What follows belongs to an exercise in optimizing a design on an open flow for small area; a production flow would make more cautious choices.
In this exercise RTL edits were held to simulation tests only and were not proved equivalent to the original.
Power is estimated from default activity; no workload was simulated.

== exp/willow ==
## MIPS
module MIPS(
    clk,
    rst_n,
    in_valid,
    instruction,
    output_reg,
    out_valid,
    out_1,
    out_2,
    out_3,
    out_4,
    instruction_fail
);
Size in the first run: roughly 1900 cells after synthesis, roughly 320 flip-flops, ~190 I/O pins.
clock: 6.5 ns
lec_check: 0
cap_margin: 10
cell_pad_in_sites_detail_placement: 1
cell_pad_in_sites_global_placement: 1
core_margin: 2
core_utilization: 40
place_density: 0.45
slew_margin: 10
standard.sh (not shown) runs the stock make flow with config.mk's settings and CLKGATE_MAP_FILE= SYNTH_SCRIPT=/design/flow/synth_recipe.tcl, a recipe that flattens the netlist after the stock synthesis.
==> flow/flow/run.sh <==
#!/bin/bash
# The standard layout (standard.sh), with these changes:
#  - synthesis is the standard synthesis (synth_recipe.tcl) except that
#    ABC runs flow/abc_area.script: ORFS's abc_speed.script with its &nf
#    mapping steps allowed a 30% delay relaxation (&nf -R 30) to recover area.
#    Registers are mapped before ABC, so they are the standard synthesis's.
#  - ports are buffered with the smallest buffer (buf_1) instead of the default;
#  - CTS uses clkbuf_4 with sink clusters of up to 8 and inserts no dummy loads.
set -euo pipefail
rm -rf scripts_abc
cp -r "$FLOW_HOME/scripts" scripts_abc
cp flow/abc_area.script scripts_abc/abc_area.script
export BUFFER_PORTS_ARGS="-buffer_cell sky130_fd_sc_hd__buf_1"
export CTS_ARGS="-sink_clustering_enable -repair_clock_nets -dont_use_dummy_load -buf_list {sky130_fd_sc_hd__clkbuf_4} -sink_clustering_size 8 -sink_clustering_max_diameter 40"
SCRIPTS_DIR="$PWD/scripts_abc" ABC_AREA=1 bash standard.sh synth > synth.log 2>&1
bash standard.sh > standard.log 2>&1
==> flow/flow/abc_area.script <==
&get -n
&st
&dch
&nf -R 30
&st
&syn2
&if -g -K 6
&synch2
&nf -R 30
&st
&syn2
&if -g -K 6
&synch2
&nf -R 30
&st
&syn2
&if -g -K 6
&synch2
&nf -R 30
&st
&syn2
&if -g -K 6
&synch2
&nf -R 30
&st
&syn2
&if -g -K 6
&synch2
&nf -R 30
&put
buffer -c
topo
stime -c
upsize -c
dnsize -c
exp/willow: flow completed, timing, DRC and antenna clean
Modified inputs, exp/fjord compared to exp/willow
==> flow/flow/run.sh <==
#!/bin/bash
# The standard layout (standard.sh), with these changes:
#  - synthesis is the standard synthesis (synth_recipe.tcl) except that
#    ABC runs flow/abc_area.script: ORFS's abc_speed.script with its &nf
#    mapping steps allowed a 30% delay relaxation (&nf -R 30) to recover area
#    and without its final upsize step.
#    Registers are mapped before ABC, so they are the standard synthesis's.
#  - ports are buffered with the smallest buffer (buf_1) instead of the default;
#  - CTS uses clkbuf_4 with sink clusters of up to 10 and inserts no dummy loads.
set -euo pipefail
rm -rf scripts_abc
cp -r "$FLOW_HOME/scripts" scripts_abc
cp flow/abc_area.script scripts_abc/abc_area.script
export BUFFER_PORTS_ARGS="-buffer_cell sky130_fd_sc_hd__buf_1"
export CTS_ARGS="-sink_clustering_enable -repair_clock_nets -dont_use_dummy_load -buf_list {sky130_fd_sc_hd__clkbuf_4} -sink_clustering_size 10 -sink_clustering_max_diameter 50"
SCRIPTS_DIR="$PWD/scripts_abc" ABC_AREA=1 bash standard.sh synth > synth.log 2>&1
bash standard.sh > standard.log 2>&1
--- a/flow/flow/abc_area.script
+++ b/flow/flow/abc_area.script
@@ -32,4 +32,3 @@
 topo
 stime -c
-upsize -c
 dnsize -c
Notes after the runs:
All of exp/fjord and exp/willow finish clean. exp/willow → exp/fjord: wire length of the first global-routing pass decreased 1.4%; depth of the worst hold-timing path level; global-route met1 utilization down 2.8 points. Run comparison: exp/fjord launching element of the worst setup path rt3[0]; exp/willow launching element of the worst setup path st3[0]. [compare] base=exp/willow new=exp/fjord: final area decreased 140 sq um; share of cell area taken by muxes after synthesis essentially unchanged. NOTE total power exp/willow->exp/fjord decreased by a few percent. Taking exp/willow as the reference, in exp/fjord total routing usage reported by global routing dropped 0.77 points, critical path data required time dropped 100 ps.
Setup changes, exp/fjord to exp/onyx
- a change of PLACE_DENSITY from 0.45 to 0.55
- a change of CORE_UTILIZATION from 40 to 50
==> flow/flow/run.sh <==
#!/bin/bash
# The standard layout (standard.sh), with these changes:
#  - ports are buffered with the smallest buffer (buf_1) instead of the default;
#  - CTS uses clkbuf_4 with sink clusters of up to 10 and inserts no dummy loads.
set -euo pipefail
export BUFFER_PORTS_ARGS="-buffer_cell sky130_fd_sc_hd__buf_1"
export CTS_ARGS="-sink_clustering_enable -repair_clock_nets -dont_use_dummy_load -buf_list {sky130_fd_sc_hd__clkbuf_4} -sink_clustering_size 10 -sink_clustering_max_diameter 50"
bash standard.sh > standard.log 2>&1
removed: flow/flow/abc_area.script
[summary]
Final setup skew: exp/onyx higher than exp/fjord
exp/onyx ended with less maximum cell stage delay along the critical path than exp/fjord.
Compared with exp/fjord, exp/onyx shows a lower worst setup slack.
The highest routed metal layer comes out met5 in one run and met4 in the other, namely in exp/fjord and exp/onyx respectively.
In exp/onyx, the via count came out 503 above the value in exp/fjord.
Of exp/onyx and exp/fjord, exp/onyx shows the higher wire length of the first global-routing pass, with exp/fjord below it.
Comparing exp/onyx and exp/fjord, the lower count of buffer and inverter cells on the critical path is on exp/onyx.
Initial antenna violation count was lower in exp/onyx than in exp/fjord.
Reg2reg setup slack on exp/onyx is down relative to exp/fjord.
Reported for exp/onyx and exp/fjord, final total negative setup slack turned out identical to the last digit.
Overall die area (exp/onyx vs. exp/fjord) decreases by more than 10%
--- input diff exp/onyx..exp/violet ---
- swapping 50 for 40 in CORE_UTILIZATION
- swapping 10 for 20 in SLEW_MARGIN
- clearing CELL_PAD_IN_SITES_DETAIL_PLACEMENT, which used to be 1
- clearing CELL_PAD_IN_SITES_GLOBAL_PLACEMENT, which used to be 1
- swapping 10 for 20 in CAP_MARGIN
- swapping 0.55 for 0.45 in PLACE_DENSITY
==> flow/flow/run.sh <==
#!/bin/bash
# The standard layout (standard.sh), with two changes:
#  - ports are buffered with the smallest buffer (buf_1) instead of the default;
#  - CTS uses small clock buffers and inserts no dummy loads.
set -euo pipefail
export BUFFER_PORTS_ARGS="-buffer_cell sky130_fd_sc_hd__buf_1"
export CTS_ARGS="-sink_clustering_enable -repair_clock_nets -dont_use_dummy_load -buf_list {sky130_fd_sc_hd__clkbuf_2 sky130_fd_sc_hd__clkbuf_4}"
bash standard.sh > standard.log 2>&1
Results
exp/violet: all stages complete, timing, DRC and antenna checks passed. Comparing exp/onyx and exp/violet, total global-route track usage is lower on exp/violet. The run showing the smaller multi-input combinational area share is exp/violet. exp/violet ended up with and2_0 as its critical path's slowest cell; exp/onyx ended up with dfrtp_1. Per the comparison of exp/violet with exp/onyx, setup slack after layout went up 190 ps, total clock network power went up 44%, share of power burned in combinational logic went down 0.6 points, routability congestion estimate held. As of exp/violet, power in combinational cells had risen by a few percent compared to exp/onyx. Cmp exp/violet vs exp/onyx: fmax higher in exp/violet. On critical path depth: between exp/onyx and exp/violet, it ends up higher for exp/violet.
The following lists how exp/juniper was set up differently from exp/violet:
- CORE_UTILIZATION changed from 40 to 50
- CELL_PAD_IN_SITES_DETAIL_PLACEMENT newly set to 1
- PLACE_DENSITY changed from 0.45 to 0.55
- CELL_PAD_IN_SITES_GLOBAL_PLACEMENT newly set to 1
- CAP_MARGIN changed from 20 to 10
- SLEW_MARGIN changed from 20 to 10
==> flow/flow/run.sh <==
#!/bin/bash
# The standard layout (standard.sh), with these changes:
#  - synthesis is the standard synthesis (synth_recipe.tcl) except that
#    ABC runs flow/abc_area.script: ORFS's abc_speed.script with its &nf
#    mapping steps allowed a 30% delay relaxation (&nf -R 30) to recover area.
#    Registers are mapped before ABC, so they are the standard synthesis's.
#  - ports are buffered with the smallest buffer (buf_1) instead of the default;
#  - CTS uses clkbuf_4 with sink clusters of up to 10 and inserts no dummy loads.
set -euo pipefail
rm -rf scripts_abc
cp -r "$FLOW_HOME/scripts" scripts_abc
cp flow/abc_area.script scripts_abc/abc_area.script
export BUFFER_PORTS_ARGS="-buffer_cell sky130_fd_sc_hd__buf_1"
export CTS_ARGS="-sink_clustering_enable -repair_clock_nets -dont_use_dummy_load -buf_list {sky130_fd_sc_hd__clkbuf_4} -sink_clustering_size 10 -sink_clustering_max_diameter 50"
SCRIPTS_DIR="$PWD/scripts_abc" ABC_AREA=1 bash standard.sh synth > synth.log 2>&1
bash standard.sh > standard.log 2>&1
==> flow/flow/abc_area.script (new file) <==
&get -n
&st
&dch
&nf -R 30
&st
&syn2
&if -g -K 6
&synch2
&nf -R 30
&st
&syn2
&if -g -K 6
&synch2
&nf -R 30
&st
&syn2
&if -g -K 6
&synch2
&nf -R 30
&st
&syn2
&if -g -K 6
&synch2
&nf -R 30
&st
&syn2
&if -g -K 6
&synch2
&nf -R 30
&put
buffer -c
topo
stime -c
upsize -c
dnsize -c
[summary]
- | average routed wire per standard cell | higher: exp/juniper |
- Looking at share of total power in the clock network, exp/juniper sits 7.6 points lower than exp/violet does.
- Measured against each other, exp/violet and exp/juniper differ in signed area change from the synthesized netlist to the final layout, the lower figure coming from exp/juniper.
- Compared to exp/violet, exp/juniper has final worst-path setup slack 350 ps lower.
- Area of the core on exp/juniper is down relative to exp/violet.
- Compared to exp/violet, exp/juniper was floorplanned on a smaller die.

The RTL this note starts from:
==> flow/design.v <==
module MIPS(
    clk,
    rst_n,
    in_valid,
    instruction,
    output_reg,
    out_valid,
    out_1,
    out_2,
    out_3,
    out_4,
    instruction_fail
);
input clk;
input rst_n;
input in_valid;
input [31:0] instruction;
input [19:0] output_reg;
output logic out_valid, instruction_fail;
output logic [31:0] out_1, out_2, out_3, out_4;
function automatic [5:0] dec(input [2:0] c);
    dec[0] = ~c[2] & ~c[1] & ~c[0];
    dec[1] = ~c[2] & ~c[1] &  c[0];
    dec[2] = ~c[2] &  c[1] & ~c[0];
    dec[3] = ~c[2] &  c[1] &  c[0];
    dec[4] =  c[2] & ~c[0];
    dec[5] =  c[2] &  c[0];
endfunction
function automatic legal_reg(input [4:0] r);
    legal_reg = (r == 5'd8) || (r == 5'd16) || (r == 5'd17) ||
                (r == 5'd18) || (r == 5'd23) || (r == 5'd31);
endfunction
logic is_r, is_i, funct_ok, legal_r, legal_i;
logic [1:0] st0;
always_comb begin
    is_r = instruction[31:26] == 6'b000000;
    is_i = instruction[31:26] == 6'b001000;
    case (instruction[5:0])
        6'b100000, 6'b100100, 6'b100101, 6'b100111, 6'b000000, 6'b000010: funct_ok = 1'b1;
        default: funct_ok = 1'b0;
    endcase
    legal_i = is_i & legal_reg(instruction[25:21]) & legal_reg(instruction[20:16]);
    legal_r = is_r & legal_reg(instruction[25:21]) & legal_reg(instruction[20:16]) &
              legal_reg(instruction[15:11]) & funct_ok;
    st0[1] = in_valid & (legal_r | legal_i);
    st0[0] = in_valid & ~legal_r;
end
logic [1:0] st1, st2, st3, st4;
logic [2:0] rs1, rs2, rs3, rt1, rt2, rt3;
logic [15:0] imm1, imm2, imm3;
logic [11:0] or1, or2, or3, or4;
always_ff @(posedge clk or negedge rst_n) begin
    if (!rst_n) begin
        st1 <= 2'b00;
        st2 <= 2'b00;
        st3 <= 2'b00;
        st4 <= 2'b00;
    end else begin
        st1 <= st0;
        st2 <= st1;
        st3 <= st2;
        st4 <= st3;
    end
end
always_ff @(posedge clk) begin
    rs1  <= {instruction[24], instruction[22], instruction[21]};
    rt1  <= {instruction[19], instruction[17], instruction[16]};
    imm1 <= instruction[15:0];
    or1  <= {output_reg[18], output_reg[16], output_reg[15],
             output_reg[13], output_reg[11], output_reg[10],
             output_reg[8],  output_reg[6],  output_reg[5],
             output_reg[3],  output_reg[1],  output_reg[0]};
    rs2 <= rs1;  rt2 <= rt1;  imm2 <= imm1;  or2 <= or1;
    rs3 <= rs2;  rt3 <= rt2;  imm3 <= imm2;  or3 <= or2;
    or4 <= or3;
end
logic [31:0] rf [0:5];
logic [5:0] wr;    
logic is_addi3, we3;
logic [5:0] rs_sel, rt_sel, wsel;
logic [31:0] a, b, rtv, sum, lg, shx, shy, wdata;
logic [4:0] shamt;
logic [31:0] g, p, gg, pp;
logic [2:0] dst;
always_comb begin
    is_addi3 = st3[1] & st3[0];
    we3 = st3[1];
    rs_sel = dec(rs3) & wr;
    rt_sel = dec(rt3) & wr & {6{~st3[0]}};
    a = 32'd0;
    rtv = 32'd0;
    for (int i = 0; i < 6; i++) begin
        a   = a   | (rf[i] & {32{rs_sel[i]}});
        rtv = rtv | (rf[i] & {32{rt_sel[i]}});
    end
    b = rtv | {16'd0, imm3 & {16{st3[0]}}};
    g = a & b;
    p = a ^ b;
    gg = g; pp = p;
    for (int l = 0; l < 5; l++)
        for (int i = 0; i < 32; i++)
            if ((i >> l) % 2 == 1) begin
                gg[i] = gg[i] | (pp[i] & gg[((i >> l) << l) - 1]);
                pp[i] = pp[i] & pp[((i >> l) << l) - 1];
            end
    sum[0] = p[0];
    for (int i = 1; i < 32; i++)
        sum[i] = p[i] ^ gg[i - 1];
    if (imm3[1])
        lg = ~(a | rtv);
    else if (imm3[0])
        lg = a | rtv;
    else
        lg = a & rtv;
    shamt = imm3[10:6];
    for (int i = 0; i < 32; i++)
        shx[i] = imm3[1] ? rtv[i] : rtv[31 - i];
    shy = shx >> shamt;
    if (st3[0] | (imm3[5] & ~imm3[2]))
        wdata = sum;
    else if (imm3[5])
        wdata = lg;
    else
        for (int i = 0; i < 32; i++)
            wdata[i] = imm3[1] ? shy[i] : shy[31 - i];
    dst = st3[0] ? rt3 : {imm3[14], imm3[12], imm3[11]};
    wsel = dec(dst) & {6{we3}};
end
always_ff @(posedge clk or negedge rst_n) begin
    if (!rst_n)
        wr <= 6'd0;
    else
        wr <= wr | wsel;
end
always_ff @(posedge clk) begin
    for (int i = 0; i < 6; i++)
        if (wsel[i])
            rf[i] <= wdata;
end
logic [5:0] s1, s2, s3, s4;
logic oe;
always_comb begin
    oe = st4[1];
    s1 = dec(or4[2:0])  & wr & {6{oe}};
    s2 = dec(or4[5:3])  & wr & {6{oe}};
    s3 = dec(or4[8:6])  & wr & {6{oe}};
    s4 = dec(or4[11:9]) & wr & {6{oe}};
    out_1 = 32'd0;
    out_2 = 32'd0;
    out_3 = 32'd0;
    out_4 = 32'd0;
    for (int i = 0; i < 6; i++) begin
        out_1 = out_1 | (rf[i] & {32{s1[i]}});
        out_2 = out_2 | (rf[i] & {32{s2[i]}});
        out_3 = out_3 | (rf[i] & {32{s3[i]}});
        out_4 = out_4 | (rf[i] & {32{s4[i]}});
    end
    out_valid = st4[1] | st4[0];
    instruction_fail = ~st4[1] & st4[0];
end
endmodule
clock: 6.5 ns
lec_check: 0
cap_margin: 10
cell_pad_in_sites_detail_placement: 1
cell_pad_in_sites_global_placement: 1
core_margin: 2
core_utilization: 40
place_density: 0.45
slew_margin: 10
==> flow/flow/run.sh <==
#!/bin/bash
# The standard layout (standard.sh), with these changes:
#  - ports are buffered with the smallest buffer (buf_1) instead of the default;
#  - CTS uses clkbuf_8 with sink clusters of up to 20 and inserts no dummy loads.
set -euo pipefail
export BUFFER_PORTS_ARGS="-buffer_cell sky130_fd_sc_hd__buf_1"
export CTS_ARGS="-sink_clustering_enable -repair_clock_nets -dont_use_dummy_load -buf_list {sky130_fd_sc_hd__clkbuf_8} -sink_clustering_size 20 -sink_clustering_max_diameter 60"
bash standard.sh > standard.log 2>&1
The starting point completed without violations.
==> next run, changes <==
==> flow/flow/run.sh (replaced) <==
#!/bin/bash
# The standard layout (standard.sh), with these changes:
#  - synthesis is the standard synthesis (synth_recipe.tcl) except that
#    ABC runs flow/abc_area.script: ORFS's abc_speed.script with its &nf
#    mapping steps allowed a 30% delay relaxation (&nf -R 30) to recover area.
#    Registers are mapped before ABC, so they are the standard synthesis's.
#  - ports are buffered with the smallest buffer (buf_1) instead of the default;
#  - CTS uses clkbuf_4 with sink clusters of up to 10 and inserts no dummy loads.
set -euo pipefail
rm -rf scripts_abc
cp -r "$FLOW_HOME/scripts" scripts_abc
cp flow/abc_area.script scripts_abc/abc_area.script
export BUFFER_PORTS_ARGS="-buffer_cell sky130_fd_sc_hd__buf_1"
export CTS_ARGS="-sink_clustering_enable -repair_clock_nets -dont_use_dummy_load -buf_list {sky130_fd_sc_hd__clkbuf_4} -sink_clustering_size 10 -sink_clustering_max_diameter 50"
SCRIPTS_DIR="$PWD/scripts_abc" ABC_AREA=1 bash standard.sh synth > synth.log 2>&1
bash standard.sh > standard.log 2>&1
==> flow/flow/abc_area.script (new file) <==
&get -n
&st
&dch
&nf -R 30
&st
&syn2
&if -g -K 6
&synch2
&nf -R 30
&st
&syn2
&if -g -K 6
&synch2
&nf -R 30
&st
&syn2
&if -g -K 6
&synch2
&nf -R 30
&st
&syn2
&if -g -K 6
&synch2
&nf -R 30
&st
&syn2
&if -g -K 6
&synch2
&nf -R 30
&put
buffer -c
topo
stime -c
upsize -c
dnsize -c
The new run produced a clean layout.
Worst setup slack gains 0.33 ns.
Critical path depth came out higher by 2.
Via count shrinks slightly.
First-iteration DRC count goes up by roughly a tenth.
==> next run, changes <==
==> flow/flow/run.sh (replaced) <==
#!/bin/bash
# The standard layout (standard.sh), with these changes:
#  - ports are buffered with the smallest buffer (buf_1) instead of the default;
#  - CTS uses clkbuf_4 with sink clusters of up to 10 and inserts no dummy loads.
set -euo pipefail
export BUFFER_PORTS_ARGS="-buffer_cell sky130_fd_sc_hd__buf_1"
export CTS_ARGS="-sink_clustering_enable -repair_clock_nets -dont_use_dummy_load -buf_list {sky130_fd_sc_hd__clkbuf_4} -sink_clustering_size 10 -sink_clustering_max_diameter 50"
bash standard.sh > standard.log 2>&1
removed: flow/flow/abc_area.script
Result: The new run went through all stages and came out clean; critical path depth drops by 2; final area grows by 3.3%; final cell count came out higher by about 2.7%; count of clock-buffer cells in the layout goes up by 2; via count is higher by about 1%; die area is higher by about 2.6%; combinational power decreases by 5.7%; power came out lower by about 0.8%; routed wire length increases by 1.2%.
==> next run, changes <==
==> flow/flow/run.sh (replaced) <==
#!/bin/bash
# The standard layout (standard.sh), with these changes:
#  - synthesis is the standard synthesis (synth_recipe.tcl) except that
#    ABC runs flow/abc_area.script: ORFS's abc_speed.script with its &nf
#    mapping steps allowed a 30% delay relaxation (&nf -R 30) to recover area
#    and without its final upsize step.
#    Registers are mapped before ABC, so they are the standard synthesis's.
#  - ports are buffered with the smallest buffer (buf_1) instead of the default;
#  - CTS uses clkbuf_4 with sink clusters of up to 8 and inserts no dummy loads.
set -euo pipefail
rm -rf scripts_abc
cp -r "$FLOW_HOME/scripts" scripts_abc
cp flow/abc_area.script scripts_abc/abc_area.script
export BUFFER_PORTS_ARGS="-buffer_cell sky130_fd_sc_hd__buf_1"
export CTS_ARGS="-sink_clustering_enable -repair_clock_nets -dont_use_dummy_load -buf_list {sky130_fd_sc_hd__clkbuf_4} -sink_clustering_size 8 -sink_clustering_max_diameter 40"
SCRIPTS_DIR="$PWD/scripts_abc" ABC_AREA=1 bash standard.sh synth > synth.log 2>&1
bash standard.sh > standard.log 2>&1
==> flow/flow/abc_area.script (new file) <==
&get -n
&st
&dch
&nf -R 30
&st
&syn2
&if -g -K 6
&synch2
&nf -R 30
&st
&syn2
&if -g -K 6
&synch2
&nf -R 30
&st
&syn2
&if -g -K 6
&synch2
&nf -R 30
&st
&syn2
&if -g -K 6
&synch2
&nf -R 30
&st
&syn2
&if -g -K 6
&synch2
&nf -R 30
&put
buffer -c
topo
stime -c
dnsize -c
What happened:
- The changed run produced a clean layout
- flip-flop and latch count is unchanged
- count of clock-buffer cells in the layout goes up by 11
- die area decreases by 3.8%
- via count hardly moves
- cell area decreases by 2.9%
- area after synthesis falls by 3.9%
- wire length drops by 3.5%
- setup slack improved by 0.23 ns

## port drivers added, routing unchanged
In the flow no input, the clock included, has a driving cell. The finished layouts below were timed again as built, in two steps.
Step 1 (the two cells are an assumption about what drives the block):
set clk [get_ports {clk}]
set_driving_cell -lib_cell sky130_fd_sc_hd__clkbuf_16 $clk
set_driving_cell -lib_cell sky130_fd_sc_hd__buf_2 [delete_from_list [all_inputs] $clk]
Step 2 adds t to the input delays and takes it off the output delays; t is the mean of the earliest and latest rising clock arrival at the registers after step 1. Input paths then give back, and output paths get back, about the clock's delay inside the block.
Slacks: no drivers / after step 1 / after step 2; pairs: no drivers / after step 1.
run | t (ns) | setup slack, ns | latest minus earliest clock arrival (ns)
exp/willow | 0.842 | 0.769 / 0.769 / 0.769 | 0.137 / 0.137
exp/fjord | 0.812 | 0.619 / 0.619 / 0.619 | 0.091 / 0.090
exp/onyx | 0.811 | 0.533 / 0.533 / 0.533 | 0.102 / 0.102
exp/violet | 0.851 | 0.720 / 0.720 / 0.720 | 0.178 / 0.178
exp/juniper | 0.830 | 0.368 / 0.368 / 0.368 | 0.127 / 0.128
the first run of note 2 | 0.677 | 0.492 / 0.492 / 0.492 | 0.142 / 0.141
the second run of note 2 | 0.839 | 0.823 / 0.823 / 0.823 | 0.129 / 0.129
the third run of note 2 | 0.786 | 0.403 / 0.403 / 0.403 | 0.224 / 0.224
the fourth run of note 2 | 0.861 | 0.634 / 0.634 / 0.634 | 0.110 / 0.109
After both steps every run listed still meets setup and hold.
